From an optimization exercise on the open Yosys and OpenROAD flow, aimed at small area; shortcuts taken in it are not production practice.
The RTL was checked by simulation tests, not by an equivalence proof against the original design.
In every run shown here, the design's own scripts or RTL, not TritonCTS, make the clock network.
The clock input has no modelled driver; a real chip could not lean on it and would need a root buffer or a full tree.
Power and IR drop assume default switching activity.

--- flow/flow/run.sh ---
#!/bin/bash
# ORFS layout with three changes to the standard one:
#  - after the standard synthesis, flow/remap.tcl re-maps its combinational logic for area
#    with ABC's &nf mapper (two rounds); every flip-flop instance is kept as the standard
#    synthesis made it (same names, same cells);
#  - ports are buffered with sky130_fd_sc_hd__buf_1 instead of the default buffer;
#  - the clock tree is a single level of CLK_K clock buffers, each driving one equal-sized
#    placement cluster of registers, built by flow/clock_tree.tcl in place of TritonCTS;
#    each buffer starts as CLK_BUF and is sized up until its estimated slew is under
#    CLK_SLEW_TARGET ns.
# Each tool's output goes to a log file of its own in this folder.
set -euo pipefail
R=orfs/results/${FLOW_PLATFORM}/top/base
bash standard.sh synth > synth.log 2>&1
cp $R/1_2_yosys.v $R/1_2_yosys_standard.v
export REMAP_LIB=$FLOW_HOME/platforms/${FLOW_PLATFORM}/lib/sky130_fd_sc_hd__tt_025C_1v80.lib
export REMAP_DONT_USE="sky130_fd_sc_hd__probe_p_8 sky130_fd_sc_hd__probec_p_8 sky130_fd_sc_hd__lpflow_bleeder_1 sky130_fd_sc_hd__lpflow_clkbufkapwr_1 sky130_fd_sc_hd__lpflow_clkbufkapwr_16 sky130_fd_sc_hd__lpflow_clkbufkapwr_2 sky130_fd_sc_hd__lpflow_clkbufkapwr_4 sky130_fd_sc_hd__lpflow_clkbufkapwr_8 sky130_fd_sc_hd__lpflow_clkinvkapwr_1 sky130_fd_sc_hd__lpflow_clkinvkapwr_16 sky130_fd_sc_hd__lpflow_clkinvkapwr_2 sky130_fd_sc_hd__lpflow_clkinvkapwr_4 sky130_fd_sc_hd__lpflow_clkinvkapwr_8 sky130_fd_sc_hd__lpflow_decapkapwr_12 sky130_fd_sc_hd__lpflow_decapkapwr_3 sky130_fd_sc_hd__lpflow_decapkapwr_4 sky130_fd_sc_hd__lpflow_decapkapwr_6 sky130_fd_sc_hd__lpflow_decapkapwr_8 sky130_fd_sc_hd__lpflow_inputiso0n_1 sky130_fd_sc_hd__lpflow_inputiso0p_1 sky130_fd_sc_hd__lpflow_inputiso1n_1 sky130_fd_sc_hd__lpflow_inputiso1p_1 sky130_fd_sc_hd__lpflow_inputisolatch_1 sky130_fd_sc_hd__lpflow_isobufsrc_1 sky130_fd_sc_hd__lpflow_isobufsrc_16 sky130_fd_sc_hd__lpflow_isobufsrc_2 sky130_fd_sc_hd__lpflow_isobufsrc_4 sky130_fd_sc_hd__lpflow_isobufsrc_8 sky130_fd_sc_hd__lpflow_isobufsrckapwr_16 sky130_fd_sc_hd__lpflow_lsbuf_lh_hl_isowell_tap_1 sky130_fd_sc_hd__lpflow_lsbuf_lh_hl_isowell_tap_2 sky130_fd_sc_hd__lpflow_lsbuf_lh_hl_isowell_tap_4 sky130_fd_sc_hd__lpflow_lsbuf_lh_isowell_4 sky130_fd_sc_hd__lpflow_lsbuf_lh_isowell_tap_1 sky130_fd_sc_hd__lpflow_lsbuf_lh_isowell_tap_2 sky130_fd_sc_hd__lpflow_lsbuf_lh_isowell_tap_4 "
export REMAP_IN=$R/1_2_yosys_standard.v
export REMAP_OUT=$R/1_2_yosys.v
export REMAP_SCRIPT="+strash;&get,-n;&dch,-f;&nf,-R,1000;&put;strash;&get,-n;&dch,-f;&nf,-R,1000;&put"
YOSYS=$FLOW_HOME/../tools/install/yosys/bin/yosys
[ -x "$YOSYS" ] || YOSYS=yosys
"$YOSYS" -c flow/remap.tcl > remap.log 2>&1
bash standard.sh do-1_synth > synth_odb.log 2>&1
export BUFFER_PORTS_ARGS="-buffer_cell sky130_fd_sc_hd__buf_1"
export PRE_CTS_TCL="$PWD/flow/clock_tree.tcl"
export CLK_K=3
export CLK_BUF=sky130_fd_sc_hd__buf_8
export CLK_SLEW_TARGET=0.12
bash standard.sh finish > standard.log 2>&1
--- flow/flow/clock_tree.tcl ---
# Replaces TritonCTS: split the registers into CLK_K equal-sized placement clusters
# (balanced k-means on their positions) and drive each cluster's clock pins from its own
# buffer at the cluster's centre. The clock port drives only these buffers, so every
# register sees exactly one buffer between the port and its clock pin.
set K $::env(CLK_K)
set clk_net [[ord::get_db_block] findNet mclk]
set pts {}
foreach it [$clk_net getITerms] {
  set b [[$it getInst] getBBox]
  lappend pts [list [expr {([$b xMin] + [$b xMax]) / 2000.0}] \
                    [expr {([$b yMin] + [$b yMax]) / 2000.0}] [$it getName]]
}
set pts [lsort -real -index 0 $pts]
set np [llength $pts]
set cap [expr {($np + $K - 1) / $K}]
set cs {}
for {set i 0} {$i < $K} {incr i} {
  lappend cs [lrange [lindex $pts [expr {($i * $np + $np / 2) / $K}]] 0 1]
}
for {set iter 0} {$iter < 40} {incr iter} {
  # assign points to centres nearest-first, at most cap points per centre
  set pairs {}
  set j 0
  foreach p $pts {
    for {set i 0} {$i < $K} {incr i} {
      set c [lindex $cs $i]
      lappend pairs [list [expr {abs([lindex $p 0] - [lindex $c 0]) + abs([lindex $p 1] - [lindex $c 1])}] $j $i]
    }
    incr j
  }
  set asg [lrepeat $np -1]
  set cnt [lrepeat $K 0]
  foreach pr [lsort -real -index 0 $pairs] {
    lassign $pr d j i
    if {[lindex $asg $j] >= 0 || [lindex $cnt $i] >= $cap} { continue }
    lset asg $j $i
    lset cnt $i [expr {[lindex $cnt $i] + 1}]
  }
  set ncs {}
  for {set i 0} {$i < $K} {incr i} {
    set sx 0; set sy 0; set n 0
    foreach p $pts a $asg {
      if {$a == $i} { set sx [expr {$sx + [lindex $p 0]}]; set sy [expr {$sy + [lindex $p 1]}]; incr n }
    }
    if {$n} { lappend ncs [list [expr {$sx / $n}] [expr {$sy / $n}]] } else { lappend ncs [lindex $cs $i] }
  }
  set cs $ncs
}
set first_pins {}
for {set i 0} {$i < $K} {incr i} {
  set pins {}
  foreach p $pts a $asg { if {$a == $i} { lappend pins [get_pins [lindex $p 2]] } }
  if {[llength $pins] == 0} { continue }
  puts "clock cluster $i: [llength $pins] registers at [lindex $cs $i]"
  lappend first_pins [lindex $pins 0]
  insert_buffer -buffer_cell $::env(CLK_BUF) -net mclk -load_pins $pins \
    -location [lindex $cs $i] -buffer_name clkbuf_leaf_$i -net_name clknet_leaf_$i
}
# Size each buffer up until the slew it gives its registers' clock pins is inside
# CLK_SLEW_TARGET (placement-based estimate, clock propagated).
set sizes {sky130_fd_sc_hd__buf_8 sky130_fd_sc_hd__buf_12 sky130_fd_sc_hd__buf_16}
set target $::env(CLK_SLEW_TARGET)
set_propagated_clock [all_clocks]
for {set pass 0} {$pass < 8} {incr pass} {
  estimate_parasitics -placement
  set changed 0
  set i 0
  foreach fp $first_pins {
    set net [get_nets -of_objects $fp]
    set inst [get_cells -of_objects [get_pins -of_objects $net -filter "direction==output"]]
    incr i
    set mx 0
    foreach p [get_pins -of_objects $net -filter "direction==input"] {
      set s [get_property $p slew_max]
      if {$s > $mx} { set mx $s }
    }
    set cell [get_property $inst ref_name]
    puts "clock buffer $i: $cell, estimated register clock slew $mx"
    set idx [lsearch $sizes $cell]
    if {$mx > $target && $idx >= 0 && $idx < [llength $sizes] - 1} {
      replace_cell $inst [lindex $sizes [expr {$idx + 1}]]
      set changed 1
    }
  }
  if {!$changed} { break }
}
# The tree is built; the CTS step then only marks the clock as propagated.
proc clock_tree_synthesis { args } {
  puts "clock tree built by clock_tree.tcl"
  set_propagated_clock [all_clocks]
}
--- flow/flow/remap.tcl ---
# Re-map the combinational logic of the standard synthesis netlist for area, keeping every
# flip-flop instance (name and cell) as the standard synthesis made it.
yosys -import
set lib $::env(REMAP_LIB)
set dont_use {}
foreach c $::env(REMAP_DONT_USE) { lappend dont_use -dont_use $c }
read_liberty -ignore_miss_func $lib
read_verilog $::env(REMAP_IN)
hierarchy -top top
set fh [open $::env(REMAP_IN)]
set txt [read $fh]
close $fh
foreach m [lsort -unique [regexp -all -inline {sky130_fd_sc_hd__df\w+} $txt]] { blackbox $m }
flatten
opt_clean -purge
hierarchy -top top
abc -liberty $lib {*}$dont_use -script $::env(REMAP_SCRIPT)
read_liberty -lib -overwrite $lib
opt_clean -purge
splitnets
opt_clean -purge
hilomap -singleton -hicell sky130_fd_sc_hd__conb_1 HI -locell sky130_fd_sc_hd__conb_1 LO
insbuf -buf sky130_fd_sc_hd__buf_4 A X
opt_clean -purge
check -assert
stat -liberty $lib
write_verilog -noattr -nohex -nodec $::env(REMAP_OUT)
--- flow/standard.sh ---
#!/bin/bash
# synth_recipe.tcl (not shown) runs the flow's synth.tcl, then flattens the netlist and writes it again
# the make line also repeats each setting of config.mk as NAME=value (left out here)
make -C /OpenROAD-flow-scripts/flow DESIGN_CONFIG=/design/flow/config.mk WORK_HOME=/design/flow/orfs CLKGATE_MAP_FILE= SYNTH_SCRIPT=/design/flow/synth_recipe.tcl "${@:-finish}"
--- flow/config.mk ---
export PLATFORM = sky130hd
export DESIGN_NAME = top
export DESIGN_NICKNAME = top
export VERILOG_FILES = /design/flow/design.v
export SDC_FILE = /design/flow/constraint.sdc
export NUM_CORES = 4
export LEC_CHECK = 0
export CAP_MARGIN = 20
export CORE_MARGIN = 2
export CORE_UTILIZATION = 85
export PLACE_DENSITY = 0.95
export SLEW_MARGIN = 20
--- flow/constraint.sdc ---
create_clock -name core_clock -period 5.0 [get_ports {mclk}]
set_input_delay 1.0000 -clock core_clock [delete_from_list [all_inputs] [get_ports {mclk}]]
set_output_delay 1.0000 -clock core_clock [all_outputs]
set_load 0.01 [all_outputs]
--- flow/design.v ---
module top (
   input wire mclk,
   input wire rst,
   input wire sensor_clk,
   input wire detecto,
   output wire [1:0] filtro_sel,
   output wire pwm_out1,
   output wire pwm_out2,
   output wire motor1,
   output wire motor2,
   output wire motor3,
   output wire motor4,
   output wire motor5,
   output wire motor6,
   output wire motor7,
   output wire motor8
);
   assign filtro_sel = 2'b00;
   localparam ZZ = 3'b000, Z0 = 3'b001, Z1 = 3'b011, Z2 = 3'b010, Z3 = 3'b110, Z4 = 3'b111;
   reg [2:0] z;
   reg       p_red, p_green;        
   reg       c_red, c_green;        
   reg [13:0] sl;
   always @(posedge mclk)
      if (rst | ~sensor_clk) sl <= 14'd0;
      else sl <= {~sl[12:0], sl[0] ^ sl[13]};
   wire sd0 = ~sl[0] & sl[1] & sl[2] & ~sl[3] & sl[4] & ~sl[6] & ~sl[7] & ~sl[8] & ~sl[9] & ~sl[10] & sl[11] & ~sl[12];
   wire sd1 = ~sl[0] & ~sl[1] & sl[2] & ~sl[3] & sl[4] & ~sl[5] & ~sl[7] & sl[8] & sl[9] & sl[10] & ~sl[11] & ~sl[12];
   wire sd2 = ~sl[4] & sl[6] & sl[8] & ~sl[12];
   wire sd3 = sl[0] & ~sl[1] & sl[3] & sl[4] & ~sl[5] & sl[7] & ~sl[8] & sl[9] & ~sl[11] & sl[12] & ~sl[13];
   always @(posedge mclk) begin
      if (rst | ~sensor_clk)
         z <= ZZ;
      else begin
         z[0] <= ~z[1] | (z[0] & ~z[2] & ~sd1) | (z[2] & (z[0] | sd3));
         z[1] <= z[1] | (z[0] & sd0);
         z[2] <= z[2] | (z[1] & ~z[0] & sd2);
      end
   end
   always @(posedge mclk) begin
      if (rst) begin
         p_red <= 1'b0;
         p_green <= 1'b0;
      end else if (~sensor_clk && (z[0] | z[1])) begin
         p_red <= z[2] & ~z[0];
         p_green <= z[0] & z[1] & ~z[2];
      end
   end
   wire tmr_end;
   reg [17:0] tmr;
   always @(posedge mclk)
      if (rst | tmr_end) tmr <= 18'd0;
      else tmr <= {~tmr[16:0], tmr[0] ^ tmr[17]};
   wire tmr_last = ~tmr[0] & tmr[1] & ~tmr[2] & tmr[3] & tmr[4] & tmr[5] & tmr[6] & ~tmr[7] & ~tmr[8] & ~tmr[9] & tmr[10] & tmr[11] & tmr[12] & ~tmr[13] & tmr[14] & tmr[15] & tmr[16] & ~tmr[17];
   assign tmr_end = tmr_last;
   always @(posedge mclk) begin
      if (rst) begin
         c_red <= 1'b0;
         c_green <= 1'b0;
      end else if (tmr_end) begin
         c_red <= p_red;
         c_green <= p_green;
      end
   end
   reg  [1:0] srt;
   wire       run = srt[1] | srt[0];
   wire [1:0] est = {srt[1] & ~srt[0], srt[0] & ~srt[1]};    
   wire       mc_end;
   reg [18:0] mc;
   always @(posedge mclk)
      if (rst | ~run | mc_end) mc <= 19'd0;
      else mc <= {~mc[17:0], mc[11] ^ mc[18]};
   wire mc_last = ~mc[0] & mc[1] & ~mc[2] & mc[3] & ~mc[4] & mc[5] & mc[6] & mc[7] & mc[8] & mc[10] & mc[11] & ~mc[12] & ~mc[13] & mc[14] & ~mc[15] & ~mc[16] & mc[17] & mc[18];
   assign mc_end = mc_last;
   always @(posedge mclk) begin
      if (rst)
         srt <= 2'b00;
      else if (!run) begin
         if (!detecto)
            srt <= {~c_red, ~c_green};
      end else if (mc_end)
         srt <= 2'b00;
   end
   wire pc_end;
   reg  f250, f500, pwm1, pwm2;
   reg [12:0] pc;
   always @(posedge mclk)
      if (rst | pc_end) pc <= 13'd0;
      else pc <= {~pc[11:0], ~(pc[2] ^ pc[12])};
   wire pc_last = ~pc[1] & ~pc[2] & ~pc[3] & ~pc[4] & ~pc[5] & pc[6] & ~pc[7] & pc[8] & ~pc[9] & ~pc[10];
   wire pc250 = ~pc[0] & ~pc[4] & pc[7] & pc[11] & ~pc[12];
   wire pc500 = pc[0] & pc[3] & pc[4] & pc[5] & pc[6] & ~pc[8] & pc[9];
   assign pc_end = pc_last;
   always @(posedge mclk) begin
      if (rst | pc_end) begin
         f250 <= 1'b1;
         f500 <= 1'b1;
      end else begin
         if (pc250) f250 <= 1'b0;
         if (pc500) f500 <= 1'b0;
      end
   end
   always @(posedge mclk) begin
      if (rst) begin
         pwm1 <= 1'b0;
         pwm2 <= 1'b0;
      end else begin
         pwm1 <= f250 | (f500 & ~est[0]);    
         pwm2 <= f250 | (f500 & ~est[1]);
      end
   end
   assign pwm_out1 = pwm1;
   assign pwm_out2 = pwm2;
   wire sc_end;
   reg [3:0] m;                     
   reg [7:0] sc;
   always @(posedge mclk)
      if (rst | sc_end) sc <= 8'd0;
      else sc <= {~sc[6:0], sc[1] ^ sc[2] ^ sc[5] ^ sc[7]};
   wire sc_last = sc[0] & sc[1] & ~sc[2] & ~sc[4] & ~sc[6] & sc[7];
   assign sc_end = sc_last;
   always @(posedge mclk) begin
      if (rst)
         m <= 4'b0000;
      else if (sc_end) begin
         m[3] <= ~(m[2] | m[1]);
         m[2] <= (m[3] | m[2]) & ~(m[1] | m[0]);
         m[1] <= (m[2] | m[1]) & ~(m[0] | m[3]);
         m[0] <= (m[1] | m[0]) & ~(m[3] | m[2]);
      end
   end
   assign {motor4, motor3, motor2, motor1} = m;
   assign {motor8, motor7, motor6, motor5} = m;
endmodule
==> results.py, run 1 <==
metrics = {
    "status": {
        "status": "finished clean",
    },
    "setup_path": {
        "crit_fanout": 26,
        "worstPathRequired_ps": 5070,
        "crit_type": "in -> reg",
        "cp_cell_sequence": "buf_1 -> nand2b_1 -> nor4_1 -> a31oi_1",
        "path_buf_inv": 1,
        "cp_slowest_cell": "buf_1",
        "r2r.worst_path.cells": 7,
        "cp_top_family": "buffers and inverters",
        "cp_num_cells": 4,
        "crit_path_end_kind": "flop",
        "cp.arrival_ps": 2490,
        "crit_path_start_kind": "input pin",
        "critical-path-max-stage-delay_ps": 690,
    },
    "global_routing": {
        "grt.total_usage_pct": 29.8,
        "grt_pass1_vias": 1751,
        "grt_start_max_net_pins": 31,
        "antenna_found_initial": 0,
        "overflow": 0,
        "grt_pass1_wl_mm": 8.07,
    },
    "drt": {
        "detail_route.wirelength_mm": 5.07,
        "vias": 1888,
        "drc": 0,
        "first_iter_violations": 195,
        "viasPerCell": 6.13,
        "postRouteAntennaNets": 0,
        "wl_per_cell_um": 16.5,
        "firstDrtPassIters": 6,
    },
    "power_and_ir_drop": {
        "leakagePower_nw": 1.11,
        "pwr-share-clk_pct": 23.1,
        "powerDensity_mw_per_mm2": 409,
        "p_total_mw": 1.13,
        "swShare_pct": 21.4,
        "switching_power_mw": 0.241,
        "irDropWorstVdd_mv": 0.383,
        "p_comb_share_pct": 5.8,
        "p_seq_share_pct": 71.1,
        "p_int_mw": 0.886,
    },
    "timing": {
        "worst_slack_ps": 2580,
        "skew_ps": 8.61,
        "timing.setup.tns_ps": 0,
        "slew_violations": 0,
        "relSlewSlack_pct": 36.8,
        "min_period_ps": 2420,
        "hold_violations": 0,
        "fmax_ghz": 0.413,
        "min_period_over_period_pct": 48.4,
        "timing.hold.ws_ps": 397,
        "grt_setup_unrepaired": "false",
        "tightest_slew_ps": 948,
        "setup_violations": 0,
    },
    "placed_design": {
        "place_worst_setup_slack_ps": 2450,
        "dp_hpwl_mm": 3.51,
        "dp_cells": 305,
        "port_buffers": 13,
        "gp_congestion": 0.781,
    },
    "layout": {
        "area_growth_pct": 4.11,
        "fillerInstances": 123,
        "final_cells": 308,
        "fin_nets": 281,
        "final_layout_size_suffix_gt1_share_pct": 1.09,
        "antenna_cells": 0,
    },
    "cts": {
        "cts_hold_buffers": 0,
        "clk-insertion-delay-late_ps": 140,
        "ctsResizeCount": 0,
        "post_cts_buffers": 0,
        "clk_pin_slew_worst_paths_ps": 110,
    },
    "floorplanning": {
        "core_mm2": 0.00300,
        "io_pins": 16,
        "die_h_um": 59.8,
        "dieArea_mm2": 0.00358,
        "start_util_pct": 88.2,
        "die_w_um": 59.8,
        "fp-row-count": 20,
    },
    "job": {
        "cap_viol_max_count": 0,
    },
    "synthesis": {
        "syn_avg_cell_area_um2": 10.0,
        "syn-instance-count": 264,
        "synth_warnings": 1,
        "synth_area_mm2": 0.00265,
    },
    "hold_path": {
        "min_path_cells": 1,
        "hp-class": "reg -> reg",
    },
}
==> flip-flops by register name, summed over array words and instances (netlist names), 2 cells and up <==
register and flops:
mc 19, tmr 18, sl 14, pc 13, sc 8, m 4, z 3, srt 2
==> routing by layer <==
metal / global-route usage [%] / vias up / share of wire (%)
li1: - / 915 / -
met1: 37.4 / 902 / 39
met2: 56.5 / 61 / 54
met3: 1.52 / 10 / 4.5
met4: 5.71 / 0 / 2.0
met5: 0 / - / 0
==> worst reg2reg max path, stage by stage, from the launching register on <==
cell	delay (ps)
dfxtp_1	370
nand2_1	70
nor3_1	130
nand3_1	100
nor4_1	180
nand4_1	200
nand2_1	450
nor2_1	130
==> worst paths after layout <==
check	slack, ps	start	endpoint
worst max-delay path	2580	rst	f250
worst min-delay path	400	mc[9]	mc[10]
worst max register to register	3240	mc[18]	mc[0]
worst min register to register	400	mc[9]	mc[10]
==> cell type report, without the clock buffers <==
type,count,area (µm²),area share [%]
Sequential cell,89,1780,64.6
Multi-Input combinational cell,168,817,29.6
Timing Repair Buffer,13,48.8,1.77
Tap cell,33,41.3,1.50
Inverter,2,7.51,0.272
==> power groups by stage <==
stage          logic (mW)  registers, mW  clock network (mW)
2_1_floorplan      0.0487          0.804                   0
3_3_place_gp       0.0588          0.811                   0
3_5_place_dp       0.0641          0.815                   0
4_1_cts            0.0657          0.800               0.260
5_1_grt            0.0748          0.806               0.283
6_report           0.0653          0.801               0.260
==> cell usage in the layout (no fill, tap or decap), types with 3 or more instances in the layout <==
cell type and n:
a21oi_1 8, a31oi_1 3, buf_1 13, buf_12 3
dfxtp_1 89, nand2_1 7, nand2b_1 4, nand4_1 9
nor2_1 88, nor3_1 11, nor4_1 7, o21ai_0 5
or3_1 3, xnor2_1 4, xor2_1 3
==> per-stage QoR <==
step / utilization, % / instance area (µm²)
2_1_floorplan: - / 2650
6_report: 91.8 / 2760
3_5_place_dp: 89.8 / 2700
3_3_place_gp: 89.8 / 2700
4_1_cts: 91.8 / 2760
5_1_grt: 91.8 / 2760
==> run 2, diff against run 1 <==
--- a/flow/config.mk
+++ b/flow/config.mk
@@ -7,6 +7,5 @@
 export LEC_CHECK = 0
 export CAP_MARGIN = 20
 export CORE_MARGIN = 2
-export CORE_UTILIZATION = 85
-export PLACE_DENSITY = 0.95
+export CORE_UTILIZATION = 40
 export SLEW_MARGIN = 20
==> run 2 against run 1 <==
Core utilization shrank 48 points; sequential share of layout area shrank 1.6 points; synthesized cell count is the same; via count shrank 8.4%; first-iteration DRC count shrank 53%; global-route usage shrank 18 points; sequential cell count is the same; register-to-register slack gained 60 ps; die area grew 100%; combinational power shrank 6.9%; cell count grew 15%; critical path type unchanged; largest power group unchanged.
==> results.py, run 2 <==
metrics = {
    "timing": {
        "slew_violations": 0,
        "timing.setup.tns_ps": 0,
        "grt_setup_unrepaired": "false",
        "setup_violations": 0,
        "tightest_slew_ps": 599,
        "hold_violations": 0,
        "min_period_ps": 1960,
        "relSlewSlack_pct": 60.1,
        "skew_ps": 5.00,
        "fmax_ghz": 0.509,
        "min_period_over_period_pct": 39.3,
    },
    "setup_path": {
        "ff2ff_setup_slack_ps": 3300,
        "worstPathRequired_ps": 5030,
        "crit_path_end_kind": "flop",
        "path_buf_inv": 2,
        "cp_slowest_cell": "nand2b_1",
        "cp_cell_sequence": "buf_1 -> buf_4 -> nand2b_1 -> nor4_1 -> a31oi_1",
        "cp.arrival_ps": 2000,
        "critical-path-max-stage-delay_ps": 360,
        "r2r.worst_path.cells": 4,
        "crit_path_start_kind": "input pin",
        "cp_top_family": "simple AND/OR/NAND/NOR gates",
        "crit_fanout": 26,
        "crit_type": "in -> reg",
        "cp_num_cells": 5,
    },
    "cts": {
        "post_cts_buffers": 0,
        "cts_hold_buffers": 0,
        "clk-insertion-delay-late_ps": 140,
        "ctsResizeCount": 0,
        "clk_pin_slew_worst_paths_ps": 110,
    },
    "floorplanning": {
        "fp-row-count": 29,
        "die_w_um": 85.4,
        "io_pins": 16,
        "start_util_pct": 41.5,
        "dieArea_mm2": 0.00729,
        "core_mm2": 0.00639,
        "die_h_um": 85.4,
    },
    "placed_design": {
        "dp_hpwl_mm": 2.71,
        "port_buffers": 13,
        "gp_congestion": 0.766,
        "placed_area_mm2": 0.00276,
    },
    "drt": {
        "detail_route.wirelength_mm": 4.02,
        "viasPerCell": 4.90,
        "wl_per_cell_um": 11.4,
        "postRouteAntennaNets": 0,
        "first_iter_violations": 92,
        "firstDrtPassIters": 4,
        "vias": 1729,
        "drc": 0,
    },
    "layout": {
        "top_register": "mc",
        "largest_reg_flops": 19,
        "final_common_cell": "dfxtp_1",
        "top_regs": "mc: 19 flops, tmr: 18 flops, sl: 14 flops",
        "area_growth_pct": 6.76,
        "final_cell_area_mm2": 0.00283,
        "final_cell_mix": "dfxtp_1 (89), nor2_1 (88), buf_1 (13)",
        "fillerInstances": 630,
        "post-route-util_pct": 44.3,
        "fin_nets": 282,
        "antenna_cells": 0,
        "final_layout_size_suffix_gt1_share_pct": 1.45,
    },
    "global_routing": {
        "antenna_found_initial": 0,
        "grt_pass1_wl_mm": 7.13,
        "overflow": 0,
        "grt.total_usage_pct": 11.3,
        "grt_start_max_net_pins": 31,
        "grt_pass1_vias": 1587,
    },
    "synthesis": {
        "syn-instance-count": 264,
        "synth_warnings": 1,
        "syn_avg_cell_area_um2": 10.0,
        "synth_area_mm2": 0.00265,
    },
    "status": {
        "status": "finished clean",
    },
    "power_and_ir_drop": {
        "leakagePower_nw": 1.12,
        "irDropWorstVdd_mv": 0.356,
        "powerDensity_mw_per_mm2": 404,
    },
    "hold_path": {
        "min_path_cells": 1,
        "hp-class": "reg -> reg",
    },
    "job": {
        "cap_viol_max_count": 0,
    },
}
-- run 2: final cells by class, without the clock buffers --
class	instances	area, µm²	area share (%)
sequential	89	1780	63.0
timing repair buffer	14	56.3	1.99
inverter	2	7.51	0.266
multi-input combinational	168	817	28.9
tap	77	96.3	3.41
-- run 2: worst register-to-register path: stages (launching register included) --
cell and delay [ps]:
dfxtp_1 350, nand4b_1 170, nor3_1 470, or2_0 470
a21oi_1 120
-- run 2: per-stage QoR --
step	std cells	total power, mW	setup slack [ps]	hold slack (ps)
floorplan	265	0.852	3290	368
global placement	350	0.873	2890	371
detailed placement	350	0.875	2850	372
CTS	353	1.16	3020	391
global route	353	1.20	2920	410
finish	353	1.14	3040	389
-- run 2: power breakdown --
part | leakage, nW | internal, mW | switching (mW)
clock | 0.0315 | 0.111 | 0.174
sequential | 0.738 | 0.761 | 0.0345
combinational | 0.346 | 0.0267 | 0.0341
total | 1.12 | 0.899 | 0.243
-- run 2: path summary, 6_finish.rpt --
kind                 end   from
hold / removal    mc[10]  mc[9]
hold reg to reg   mc[10]  mc[9]
setup reg to reg    m[2]  sc[2]
setup / recovery    f250    rst
-- run 2: layer usage --
layer | global-route usage (%) | up-vias | part of all wire [%] | routed length (µm)
li1 | - | 909 | - | -
met4 | 1.15 | 0 | 1.1 | 44
met5 | 0 | - | 0 | 0
met1 | 16.4 | 796 | 53 | 2120
met2 | 18.7 | 21 | 42 | 1710
met3 | 1.36 | 3 | 3.6 | 145
==> run 3, diff against run 2 <==
--- a/flow/config.mk
+++ b/flow/config.mk
@@ -7,5 +7,6 @@
 export LEC_CHECK = 0
 export CAP_MARGIN = 20
 export CORE_MARGIN = 2
-export CORE_UTILIZATION = 40
+export CORE_UTILIZATION = 70
+export PLACE_DENSITY = 0.85
 export SLEW_MARGIN = 20
==> run 3 against run 2 <==
Total power decreased by 0.97%; largest power group unchanged; register-to-register slack got worse by 140 ps; maximum frequency decreased by 19%; clock skew increased by 6.3 ps; synthesized area unchanged; combinational power increased by 4.8%; clock power decreased by 6%.
==> results.py, run 3 <==
metrics = {
    "synthesis": {
        "syn_avg_cell_area_um2": 10.0,
        "syn-instance-count": 264,
        "synth_warnings": 1,
        "synth_area_mm2": 0.00265,
    },
    "power_and_ir_drop": {
        "leakagePower_nw": 1.11,
        "swShare_pct": 21.7,
        "pwr-share-clk_pct": 23.7,
        "irDropWorstVdd_mv": 0.323,
        "p_comb_share_pct": 5.6,
        "p_total_mw": 1.13,
        "switching_power_mw": 0.245,
        "powerDensity_mw_per_mm2": 407,
        "p_int_mw": 0.886,
        "p_seq_share_pct": 70.6,
    },
    "setup_path": {
        "crit_path_end_kind": "flop",
        "r2r.worst_path.cells": 7,
        "critical-path-max-stage-delay_ps": 700,
        "cp_cell_sequence": "buf_1 -> nand2b_1 -> nor4_1 -> a31oi_1",
        "crit_end": "f250",
        "crit_type": "in -> reg",
        "worstPathRequired_ps": 5070,
        "crit_fanout": 26,
        "cp_slowest_cell": "buf_1",
        "critical_path.startpoint": "rst",
        "cp.arrival_ps": 2490,
        "r2r_start": "mc[18]",
        "r2r_end": "mc[0]",
        "crit_path_start_kind": "input pin",
        "ff2ff_setup_slack_ps": 3160,
    },
    "cts": {
        "cts_hold_buffers": 0,
        "ctsResizeCount": 0,
        "clk-insertion-delay-late_ps": 150,
        "clk_pin_slew_worst_paths_ps": 110,
        "post_cts_buffers": 0,
    },
    "drt": {
        "first_iter_violations": 104,
        "wl_met2_mm": 2.17,
        "vias": 1770,
        "drt-met1-wl_mm": 2.05,
        "wl_per_cell_um": 13.8,
        "wl_met3_um": 130,
        "viasPerCell": 5.48,
        "dr.max_layer_used": "met4",
        "detail_route.wirelength_mm": 4.47,
        "firstDrtPassIters": 4,
        "postRouteAntennaNets": 0,
        "drc": 0,
    },
    "layout": {
        "post-route-util_pct": 75.8,
        "top_regs": "mc: 19 flops, tmr: 18 flops, sl: 14 flops",
        "fin_nets": 281,
        "area_growth_pct": 4.82,
        "final_layout_size_suffix_gt1_share_pct": 1.09,
        "antenna_cells": 0,
        "final_cells": 323,
        "final_common_cell": "dfxtp_1",
        "largest_reg_flops": 19,
        "top_register": "mc",
        "final_cell_mix": "dfxtp_1 (89), nor2_1 (88), buf_1 (13)",
    },
    "timing": {
        "setup_violations": 0,
        "worst_slack_ps": 2580,
        "fmax_ghz": 0.413,
        "relSlewSlack_pct": 35.7,
        "hold_violations": 0,
        "min_period_over_period_pct": 48.4,
        "tightest_slew_ps": 965,
        "grt_setup_unrepaired": "false",
        "skew_ps": 11.3,
        "min_period_ps": 2420,
        "slew_violations": 0,
        "timing.setup.tns_ps": 0,
    },
    "floorplanning": {
        "die_h_um": 65.5,
        "start_util_pct": 72.3,
        "dieArea_mm2": 0.00429,
        "fp-row-count": 22,
        "die_w_um": 65.5,
        "core_mm2": 0.00366,
        "io_pins": 16,
    },
    "job": {
        "cap_viol_max_count": 0,
    },
    "placed_design": {
        "gp_congestion": 0.812,
        "port_buffers": 13,
        "dp_cells": 320,
        "place_worst_setup_slack_ps": 2450,
        "dp_hpwl_mm": 2.91,
    },
    "global_routing": {
        "grt_pass1_wl_mm": 7.25,
        "antenna_found_initial": 0,
        "overflow": 0,
        "grt_pass1_vias": 1616,
        "grt_start_max_net_pins": 31,
        "grt.total_usage_pct": 21.1,
    },
    "status": {
        "status": "finished clean",
    },
    "hold_path": {
        "hp-class": "reg -> reg",
    },
}
==> run 3: worst min-delay path by stage <==
stage	startpoint	endpoint	slack, ps	cells past startpoint
after global routing	mc[9]	mc[10]	410	1
after floorplan	mc[9]	mc[10]	370	1
after detailed placement	mc[9]	mc[10]	370	1
final	mc[9]	mc[10]	390	1
after global placement	mc[9]	mc[10]	370	1
after CTS	sc[3]	sc[4]	400	1
==> run 3: area by class of cell, without the clock buffers <==
type,instances,area [µm²]
sequential,89,1780
fill,242,886
multi-input combinational,168,817
tap,48,60.1
timing repair buffer,13,48.8
inverter,2,7.51
==> run 3: critical path, delay by kind of cell <==
kind	cells	cell delay, ps
AO/OA/AOI/OAI	1	180
buffers and inverters	1	700
AND/OR/NAND/NOR	2	600
==> run 3: power by group through the flow <==
stage	logic, mW	clock network (mW)	registers (mW)
detailed placement	0.0624	0	0.813
global route	0.0729	0.294	0.806
global placement	0.0588	0	0.812
floorplan	0.0487	0	0.804
CTS	0.0642	0.270	0.798
finish	0.0637	0.268	0.799
==> run 3: routing by layer <==
| layer | vias up | track usage, % |
|---|---|---|
| li1 | 908 | - |
| met3 | 11 | 1.20 |
| met5 | - | 0 |
| met4 | 0 | 4.95 |
| met2 | 41 | 38.3 |
| met1 | 810 | 27.8 |
==> run 3: per-stage QoR <==
step           cell area (µm²)  hold slack [ps]
3_3_place_gp              2720              369
5_1_grt                   2780              410
2_1_floorplan             2650              368
6_report                  2780              392
3_5_place_dp              2720              375
4_1_cts                   2780              399
==> run 4, diff against run 3 <==
--- a/flow/design.v
+++ b/flow/design.v
@@ -27,7 +27,7 @@
    wire sd0 = ~sl[0] & sl[1] & sl[2] & ~sl[3] & sl[4] & ~sl[6] & ~sl[7] & ~sl[8] & ~sl[9] & ~sl[10] & sl[11] & ~sl[12];
    wire sd1 = ~sl[0] & ~sl[1] & sl[2] & ~sl[3] & sl[4] & ~sl[5] & ~sl[7] & sl[8] & sl[9] & sl[10] & ~sl[11] & ~sl[12];
    wire sd2 = ~sl[4] & sl[6] & sl[8] & ~sl[12];
-   wire sd3 = sl[0] & ~sl[1] & sl[3] & sl[4] & ~sl[5] & sl[7] & ~sl[8] & sl[9] & ~sl[11] & sl[12] & ~sl[13];
+   wire sd3 = sl[0] & sl[3] & sl[4] & ~sl[5] & sl[7] & ~sl[8] & sl[9] & ~sl[11] & sl[12] & ~sl[13];
    always @(posedge mclk) begin
       if (rst | ~sensor_clk)
          z <= ZZ;
@@ -51,7 +51,7 @@
    always @(posedge mclk)
       if (rst | tmr_end) tmr <= 18'd0;
       else tmr <= {~tmr[16:0], tmr[0] ^ tmr[17]};
-   wire tmr_last = ~tmr[0] & tmr[1] & ~tmr[2] & tmr[3] & tmr[4] & tmr[5] & tmr[6] & ~tmr[7] & ~tmr[8] & ~tmr[9] & tmr[10] & tmr[11] & tmr[12] & ~tmr[13] & tmr[14] & tmr[15] & tmr[16] & ~tmr[17];
+   wire tmr_last = ~tmr[0] & tmr[1] & ~tmr[2] & tmr[3] & tmr[4] & tmr[5] & tmr[6] & ~tmr[8] & ~tmr[9] & tmr[10] & tmr[11] & tmr[12] & ~tmr[13] & tmr[14] & tmr[15] & tmr[16] & ~tmr[17];
    assign tmr_end = tmr_last;
    always @(posedge mclk) begin
       if (rst) begin
@@ -86,10 +86,10 @@
    reg [12:0] pc;
    always @(posedge mclk)
       if (rst | pc_end) pc <= 13'd0;
-      else pc <= {~pc[11:0], ~(pc[2] ^ pc[12])};
-   wire pc_last = ~pc[1] & ~pc[2] & ~pc[3] & ~pc[4] & ~pc[5] & pc[6] & ~pc[7] & pc[8] & ~pc[9] & ~pc[10];
-   wire pc250 = ~pc[0] & ~pc[4] & pc[7] & pc[11] & ~pc[12];
-   wire pc500 = pc[0] & pc[3] & pc[4] & pc[5] & pc[6] & ~pc[8] & pc[9];
+      else pc <= {~pc[11:0], pc[12] ^ (pc[5] & pc[11])};
+   wire pc_last = ~pc[1] & pc[2] & pc[3] & pc[4] & pc[6] & ~pc[7] & ~pc[9] & pc[10] & ~pc[11];
+   wire pc250 = pc[0] & ~pc[1] & ~pc[3] & ~pc[7] & pc[12];
+   wire pc500 = pc[2] & pc[4] & ~pc[7] & pc[8] & pc[9] & pc[11];
    assign pc_end = pc_last;
    always @(posedge mclk) begin
       if (rst | pc_end) begin
@@ -116,8 +116,8 @@
    reg [7:0] sc;
    always @(posedge mclk)
       if (rst | sc_end) sc <= 8'd0;
-      else sc <= {~sc[6:0], sc[1] ^ sc[2] ^ sc[5] ^ sc[7]};
-   wire sc_last = sc[0] & sc[1] & ~sc[2] & ~sc[4] & ~sc[6] & sc[7];
+      else sc <= {~sc[6:0], sc[7] ^ (sc[3] & ~sc[4])};
+   wire sc_last = ~sc[0] & ~sc[1] & ~sc[2] & ~sc[4] & ~sc[5] & sc[7];
    assign sc_end = sc_last;
    always @(posedge mclk) begin
       if (rst)
==> run 4 against run 3 <==
Final area did not move; register-to-register slack improved by 20 ps; synthesized area fell by 0.28%; critical endpoint is now z[1]; wire length fell by 8.8%; hold slack improved by 5.5 ps; worst setup slack improved by 440 ps; critical path depth did not move; sequential power fell by 0.6%.
==> results.py, run 4 <==
metrics = {
    "floorplanning": {
        "dieArea_mm2": 0.00428,
        "core_mm2": 0.00363,
        "die_w_um": 65.4,
        "start_util_pct": 72.7,
        "io_pins": 16,
        "die_h_um": 65.4,
        "fp-row-count": 22,
    },
    "layout": {
        "final_cell_mix": "nor2_1 (90), dfxtp_1 (89), buf_1 (13)",
        "largest_reg_flops": 19,
        "antenna_cells": 0,
        "final_layout_size_suffix_gt1_share_pct": 1.44,
        "top_register": "mc",
        "final_cells": 326,
        "fillerInstances": 263,
        "final_cell_area_mm2": 0.00278,
        "regArea_mm2": 0.00178,
        "final_common_cell": "nor2_1",
        "top_regs": "mc: 19 flops, tmr: 18 flops, sl: 14 flops",
        "area_growth_pct": 5.12,
        "fin_nets": 284,
        "multi_input_area_um2": 810,
    },
    "timing": {
        "skew_ps": 9.38,
        "setup_violations": 0,
        "fmax_ghz": 0.504,
        "hold_violations": 0,
        "tightest_slew_ps": 602,
        "min_period_ps": 1980,
        "relSlewSlack_pct": 59.9,
        "timing.hold.ws_ps": 397,
        "slew_violations": 0,
        "grt_setup_unrepaired": "false",
        "timing.setup.tns_ps": 0,
        "min_period_over_period_pct": 39.7,
    },
    "hold_path": {
        "hp-class": "reg -> reg",
    },
    "drt": {
        "detail_route.wirelength_mm": 4.07,
        "vias": 1768,
        "postRouteAntennaNets": 0,
        "wl_per_cell_um": 12.5,
        "drc": 0,
        "firstDrtPassIters": 4,
        "viasPerCell": 5.42,
        "first_iter_violations": 91,
    },
    "power_and_ir_drop": {
        "p_total_mw": 1.12,
        "irDropWorstVdd_mv": 0.306,
        "powerDensity_mw_per_mm2": 403,
        "leakagePower_nw": 1.11,
    },
    "global_routing": {
        "grt_pass1_vias": 1626,
        "grt_pass1_wl_mm": 6.95,
        "overflow": 0,
        "antenna_found_initial": 0,
        "grt.total_usage_pct": 19.9,
        "grt_start_max_net_pins": 31,
    },
    "cts": {
        "clk_pin_slew_worst_paths_ps": 110,
        "clk-insertion-delay-late_ps": 140,
        "cts_hold_buffers": 0,
        "ctsResizeCount": 0,
        "post_cts_buffers": 0,
    },
    "setup_path": {
        "crit_path_end_kind": "flop",
        "crit_path_start_kind": "input pin",
        "crit_fanout": 27,
        "crit_type": "in -> reg",
        "cp.arrival_ps": 2000,
        "worstPathRequired_ps": 5010,
    },
    "job": {
        "cap_viol_max_count": 0,
    },
    "placed_design": {
        "dp_hpwl_mm": 2.82,
        "dp_cells": 323,
        "placed_area_mm2": 0.00272,
        "port_buffers": 13,
        "gp_congestion": 0.810,
    },
    "synthesis": {
        "syn-instance-count": 266,
        "synth_warnings": 1,
        "synth_area_mm2": 0.00264,
        "syn_avg_cell_area_um2": 9.92,
    },
    "status": {
        "status": "finished clean",
    },
}
run 4: final cells by class, without the clock buffers:
class / instances / share of cell area [%]
timing repair buffer: 14 / 2.03
inverter: 2 / 0.271
tap: 48 / 2.16
sequential: 89 / 64.2
multi-input combinational: 170 / 29.2
run 4: per-layer routing:
layer	global-route usage (%)	vias to the layer above	share of wire [%]
li1	-	902	-
met1	27.4	845	48
met2	35.7	17	48
met3	1.54	4	3.0
met4	2.08	0	0.79
met5	0	-	0
run 4: worst paths after layout:
kind / endpoint / depth (start not counted) / startpoint / slack, ps
min: mc[10] / 1 / mc[9] / 400
min reg2reg: mc[10] / 1 / mc[9] / 400
max reg2reg: mc[0] / 6 / mc[2] / 3180
max: z[1] / 4 / rst / 3020
run 4: where the power goes:
part	switching, mW	internal, mW	total [mW]
Sequential	0.0330	0.761	0.794
Combinational	0.0363	0.0258	0.0621
Clock	0.165	0.0980	0.263
run 4: worst max-delay path, stage by stage:
cell      delay [ps]
buf_1             70
buf_4            270
nand2b_1         540
nor2_1           110
run 4: stage by stage:
stage	setup WS, ps	utilization [%]
5_1_grt	2910	76.4
3_5_place_dp	2870	74.7
4_1_cts	3020	76.4
2_1_floorplan	3430	-
3_3_place_gp	2920	74.7
6_report	3020	76.4
==> run 5, diff against run 4 <==
--- a/flow/flow/run.sh
+++ b/flow/flow/run.sh
@@ -1,8 +1,9 @@
 #!/bin/bash
-# ORFS layout with three changes to the standard one:
+# ORFS layout with four changes to the standard one:
 #  - after the standard synthesis, flow/remap.tcl re-maps its combinational logic for area
 #    with ABC's &nf mapper (two rounds); every flip-flop instance is kept as the standard
 #    synthesis made it (same names, same cells);
+#  - ports tied to the same constant share one tie cell (flow/ties.tcl, run with the CTS hook);
 #  - ports are buffered with sky130_fd_sc_hd__buf_1 instead of the default buffer;
 #  - the clock tree is a single level of CLK_K clock buffers, each driving one equal-sized
 #    placement cluster of registers, built by flow/clock_tree.tcl in place of TritonCTS;
--- a/flow/flow/clock_tree.tcl
+++ b/flow/flow/clock_tree.tcl
@@ -1,3 +1,4 @@
+source [file join [file dirname [info script]] ties.tcl]
 # Replaces TritonCTS: split the registers into CLK_K equal-sized placement clusters
 # (balanced k-means on their positions) and drive each cluster's clock pins from its own
 # buffer at the cluster's centre. The clock port drives only these buffers, so every
==> flow/flow/ties.tcl (new file) <==
# Constant outputs: the floorplan step gives every constant port its own tie cell. Drive all
# ports tied to the same value from one tie cell instead (one net, one driver).
set block [ord::get_db_block]
foreach pin {LO HI} {
  set keep_net ""
  foreach inst [$block getInsts] {
    if {[[$inst getMaster] getName] ne "sky130_fd_sc_hd__conb_1"} { continue }
    set it [$inst findITerm $pin]
    set net [$it getNet]
    if {$net eq "NULL" || $net eq ""} { continue }
    # only ties whose net drives ports and nothing else
    if {[llength [$net getITerms]] != 1 || [llength [$net getBTerms]] == 0} { continue }
    if {$keep_net eq ""} { set keep_net $net; continue }
    foreach bt [$net getBTerms] {
      $bt disconnect
      $bt connect $keep_net
      puts "tie merge: port [$bt getName] now on net [$keep_net getName]"
    }
    set other [$inst findITerm [expr {$pin eq "LO" ? "HI" : "LO"}]]
    if {[$other getNet] ne "NULL" && [$other getNet] ne ""} { continue }
    odb::dbInst_destroy $inst
    odb::dbNet_destroy $net
  }
}
--- a/flow/config.mk
+++ b/flow/config.mk
@@ -8,5 +8,6 @@
 export CAP_MARGIN = 20
 export CORE_MARGIN = 2
 export CORE_UTILIZATION = 70
+export GPL_TIMING_DRIVEN = 0
 export PLACE_DENSITY = 0.85
 export SLEW_MARGIN = 20
==> run 5 against run 4 <==
Still clean; core utilization increased by 1.1 points; final area up 1.4%; critical path depth decreased by 1; global-route usage fell by 1.2 points; register-to-register slack about the same; total power is essentially flat; critical path type unchanged; critical endpoint unchanged; largest cell class unchanged; highest routed layer unchanged.
==> results.py, run 5 <==
metrics = {
    "drt": {
        "wl_met2_mm": 1.76,
        "drc": 0,
        "dr.max_layer_used": "met4",
        "wl_met3_um": 88,
        "first_iter_violations": 114,
        "drt-met1-wl_mm": 1.99,
        "postRouteAntennaNets": 0,
        "vias": 1768,
        "detail_route.wirelength_mm": 3.88,
        "wl_per_cell_um": 11.7,
        "viasPerCell": 5.34,
        "firstDrtPassIters": 4,
    },
    "placed_design": {
        "gp_congestion": 0.802,
        "placed_area_mm2": 0.00275,
        "dp_hpwl_mm": 2.62,
        "dp_cells": 328,
        "port_buffers": 13,
        "place_worst_setup_slack_ps": 2340,
    },
    "floorplanning": {
        "die_w_um": 65.4,
        "core_mm2": 0.00363,
        "die_h_um": 65.4,
        "dieArea_mm2": 0.00428,
        "fp-row-count": 22,
        "start_util_pct": 72.7,
        "io_pins": 16,
    },
    "setup_path": {
        "r2r.worst_path.cells": 6,
        "cp.arrival_ps": 2120,
        "cp_cell_sequence": "clkbuf_2 -> nand2b_1 -> nor2_1",
        "path_buf_inv": 1,
        "worstPathRequired_ps": 5010,
        "cp_slowest_cell": "nand2b_1",
        "crit_path_start_kind": "input pin",
        "ff2ff_setup_slack_ps": 3170,
        "cp_num_cells": 3,
        "crit_path_end_kind": "flop",
        "crit_type": "in -> reg",
        "cp_top_family": "simple AND/OR/NAND/NOR gates",
        "crit_fanout": 27,
        "critical-path-max-stage-delay_ps": 580,
    },
    "layout": {
        "final_cell_mix": "nor2_1 (90), dfxtp_1 (89), a21oi_1 (12), buf_1 (12), nand2_1 (10)",
        "final_layout_size_suffix_gt1_share_pct": 3.53,
        "top_regs": "mc: 19 flops, tmr: 18 flops, sl: 14 flops",
        "area_growth_pct": 6.59,
        "final_common_cell": "nor2_1",
        "largest_reg_flops": 19,
        "final_cell_area_mm2": 0.00281,
        "fin_nets": 289,
        "fillerInstances": 238,
        "final_cells": 331,
        "antenna_cells": 0,
        "top_register": "mc",
    },
    "power_and_ir_drop": {
        "p_int_mw": 0.886,
        "switching_power_mw": 0.232,
        "swShare_pct": 20.7,
        "powerDensity_mw_per_mm2": 397,
        "irDropWorstVdd_mv": 0.276,
        "p_seq_share_pct": 71.0,
        "pwr-share-clk_pct": 23.4,
        "p_comb_share_pct": 5.6,
        "leakagePower_nw": 1.14,
    },
    "cts": {
        "cts_hold_buffers": 0,
        "post_cts_buffers": 0,
        "clk_pin_slew_worst_paths_ps": 110,
        "ctsResizeCount": 0,
        "clk-insertion-delay-late_ps": 140,
    },
    "global_routing": {
        "grt_start_max_net_pins": 31,
        "grt_pass1_vias": 1558,
        "grt.total_usage_pct": 18.8,
        "grt_pass1_wl_mm": 6.65,
        "overflow": 0,
        "antenna_found_initial": 0,
    },
    "timing": {
        "fmax_ghz": 0.473,
        "skew_ps": 4.87,
        "worst_slack_ps": 2890,
        "min_period_ps": 2110,
        "setup_violations": 0,
        "timing.setup.tns_ps": 0,
        "relSlewSlack_pct": 58.4,
        "hold_violations": 0,
        "grt_setup_unrepaired": "false",
        "timing.hold.ws_ps": 384,
        "tightest_slew_ps": 625,
        "min_period_over_period_pct": 42.3,
        "slew_violations": 0,
    },
    "status": {
        "status": "finished clean",
    },
    "synthesis": {
        "synth_warnings": 1,
        "syn_avg_cell_area_um2": 9.92,
        "syn-instance-count": 266,
        "synth_area_mm2": 0.00264,
    },
    "job": {
        "cap_viol_max_count": 0,
    },
    "hold_path": {
        "min_path_cells": 1,
        "hp-class": "reg -> reg",
    },
}
## run 5: path summary, 6_finish.rpt
check / start / endpoint
hold reg to reg: mc[9] / mc[10]
setup reg to reg: mc[2] / mc[1]
setup / recovery: rst / z[1]
hold / removal: mc[9] / mc[10]
## run 5: area by class of cell, without the clock buffers
type | instances | area, µm² | area share (%)
sequential | 89 | 1780 | 63.3
buffer | 6 | 45.0 | 1.60
inverter | 2 | 7.51 | 0.267
timing repair buffer | 13 | 50.0 | 1.78
multi-input combinational | 170 | 810 | 28.8
tap | 48 | 60.1 | 2.13
## run 5: power groups by stage
stage | clock [mW] | combinational, mW | sequential, mW
global placement | 0 | 0.0608 | 0.808
detailed placement | 0 | 0.0636 | 0.809
floorplan | 0 | 0.0480 | 0.801
global route | 0.291 | 0.0743 | 0.800
CTS | 0.266 | 0.0641 | 0.793
finish | 0.261 | 0.0631 | 0.793
## run 5: metrics by stage
step / utilization [%] / power [mW]
detailed placement: 75.8 / 0.873
global placement: 75.8 / 0.869
floorplan: - / 0.849
global route: 77.4 / 1.16
CTS: 77.4 / 1.12
finish: 77.4 / 1.12
## run 5: layer usage
metal | GRT usage [%] | vias up
met3 | 1.20 | 4
met1 | 27.4 | 835
met2 | 31.8 | 13
li1 | - | 916
met5 | 0 | -
met4 | 2.60 | 0
==> run 6, diff against run 5 <==
--- a/flow/config.mk
+++ b/flow/config.mk
@@ -8,6 +8,5 @@
 export CAP_MARGIN = 20
 export CORE_MARGIN = 2
 export CORE_UTILIZATION = 70
-export GPL_TIMING_DRIVEN = 0
 export PLACE_DENSITY = 0.85
 export SLEW_MARGIN = 20
==> run 6 against run 5 <==
First-iteration DRC count decreased by 25%; combinational power decreased by 0.8%; sequential power about the same; final area decreased by 1.5%; synthesized cell count unchanged; clock power about the same; critical path type unchanged; register-to-register slack about the same; highest routed layer unchanged; hold slack improved by 16 ps.
==> results.py, run 6 <==
metrics = {
    "floorplanning": {
        "start_util_pct": 72.7,
        "fp-row-count": 22,
        "io_pins": 16,
        "dieArea_mm2": 0.00428,
        "die_w_um": 65.4,
        "die_h_um": 65.4,
        "core_mm2": 0.00363,
    },
    "timing": {
        "fmax_ghz": 0.505,
        "min_period_ps": 1980,
        "min_period_over_period_pct": 39.6,
        "worst_slack_ps": 3020,
        "relSlewSlack_pct": 60.0,
        "timing.hold.ws_ps": 399,
        "tightest_slew_ps": 595,
        "skew_ps": 6.87,
        "setup_violations": 0,
        "grt_setup_unrepaired": "false",
        "slew_violations": 0,
        "hold_violations": 0,
        "timing.setup.tns_ps": 0,
    },
    "layout": {
        "largest_reg_flops": 19,
        "fin_nets": 283,
        "antenna_cells": 0,
        "final_cell_mix": "nor2_1 (90), dfxtp_1 (89), buf_1 (13)",
        "final_cell_area_mm2": 0.00277,
        "top_register": "mc",
        "final_layout_size_suffix_gt1_share_pct": 1.44,
        "final_common_cell": "nor2_1",
        "top_regs": "mc: 19 flops, tmr: 18 flops, sl: 14 flops",
        "area_growth_pct": 4.98,
        "fillerInstances": 265,
        "post-route-util_pct": 76.3,
        "final_cells": 325,
    },
    "hold_path": {
        "hp-class": "reg -> reg",
    },
    "synthesis": {
        "synth_warnings": 1,
        "syn-instance-count": 266,
        "syn_avg_cell_area_um2": 9.92,
        "synth_area_mm2": 0.00264,
    },
    "power_and_ir_drop": {
        "p_total_mw": 1.12,
        "irDropWorstVdd_mv": 0.305,
        "leakagePower_nw": 1.11,
        "powerDensity_mw_per_mm2": 404,
    },
    "drt": {
        "firstDrtPassIters": 4,
        "vias": 1769,
        "drc": 0,
        "viasPerCell": 5.44,
        "wl_per_cell_um": 12.8,
        "first_iter_violations": 86,
        "postRouteAntennaNets": 0,
        "detail_route.wirelength_mm": 4.18,
    },
    "global_routing": {
        "grt_start_max_net_pins": 31,
        "antenna_found_initial": 0,
        "grt.total_usage_pct": 20.3,
        "overflow": 0,
        "grt_pass1_wl_mm": 7.04,
        "grt_pass1_vias": 1612,
    },
    "status": {
        "status": "finished clean",
    },
    "setup_path": {
        "cp.arrival_ps": 1990,
        "cp_slowest_cell": "nand2b_1",
        "worstPathRequired_ps": 5010,
        "crit_fanout": 27,
        "critical-path-max-stage-delay_ps": 530,
        "crit_path_start_kind": "input pin",
        "cp_cell_sequence": "buf_1 -> buf_4 -> nand2b_1 -> nor2_1",
        "crit_type": "in -> reg",
        "crit_path_end_kind": "flop",
    },
    "job": {
        "cap_viol_max_count": 0,
    },
    "cts": {
        "cts_hold_buffers": 0,
        "clk_pin_slew_worst_paths_ps": 110,
        "ctsResizeCount": 0,
        "clk-insertion-delay-late_ps": 140,
        "post_cts_buffers": 0,
    },
    "placed_design": {
        "gp_congestion": 0.810,
        "dp_hpwl_mm": 2.82,
        "port_buffers": 13,
        "placed_area_mm2": 0.00272,
        "dp_cells": 323,
        "place_worst_setup_slack_ps": 2870,
    },
}
## run 6: cell types whose count changed in the layout (fill, tap and decap cells not counted)
cell and delta:
buf_4 -5, buf_1 +1, clkbuf_2 -1, conb_1 -1
## run 6: routing by layer
| layer | GRT usage [%] | up-vias | wire (µm) |
|---|---|---|---|
| li1 | - | 902 | - |
| met2 | 36.5 | 15 | 2050 |
| met4 | 1.82 | 0 | 32 |
| met1 | 28.1 | 848 | 1980 |
| met5 | 0 | - | 0 |
| met3 | 1.54 | 4 | 107 |
## run 6: power breakdown
part	internal, mW	switching (mW)
clock	0.0980	0.166
combinational	0.0258	0.0368
sequential	0.761	0.0331
## run 6: worst paths after layout
path	start	cells past startpoint	endpoint	slack (ps)
hold reg to reg	mc[9]	1	mc[10]	400
hold / removal	mc[9]	1	mc[10]	400
setup reg to reg	sc[2]	5	m[0]	3170
setup / recovery	rst	4	z[1]	3020
## run 6: critical path: cells and delay by family
family                 cells  cell delay, ps
buffers and inverters      2             340
AND/OR/NAND/NOR            2             640
## run 6: area by class of cell, without the clock buffers
class | instances | area [µm²] | area share [%]
timing repair buffer | 14 | 56.3 | 2.03
tap | 48 | 60.1 | 2.17
inverter | 2 | 7.51 | 0.271
multi-input combinational | 169 | 806 | 29.1
sequential | 89 | 1780 | 64.3

what the ideal ports hide:
How much do the figures lean on ideal ports? The routed layouts below were timed once more, with nothing changed but the port constraints. Step 1 sets driving cells, clkbuf_16 on the clock port and buf_2 on the other inputs (assumed; they add their load-dependent delay and slew). Step 2 adds t to the input delays and takes it off the output delays; t is the mean of the earliest and latest rising clock arrival at the registers after step 1. Input paths then give back, and output paths get back, about the clock's delay inside the block. Slacks: ideal ports / drivers / drivers and shift; pairs: ideal ports / drivers.
| run | t (ns) | setup WS [ns] | worst setup path at the end | cell pins on the clock port's net |
|---|---|---|---|---|
| run 1 | 0.199 | 2.581 / 2.614 / 2.415 | input to register | 3 |
| run 2 | 0.211 | 3.036 / 3.087 / 2.876 | input to register | 3 |
| run 3 | 0.206 | 2.580 / 2.614 / 2.409 | input to register | 3 |
| run 4 | 0.199 | 3.016 / 3.054 / 2.856 | input to register | 3 |
| run 5 | 0.199 | 2.886 / 2.923 / 2.724 | input to register | 3 |
| run 6 | 0.200 | 3.021 / 3.059 / 2.859 | input to register | 3 |
After both steps every run listed still meets setup and hold. For run 3, which loses most, drivers alone change the setup slack by +0.034 ns; drivers and shift together by -0.171 ns.
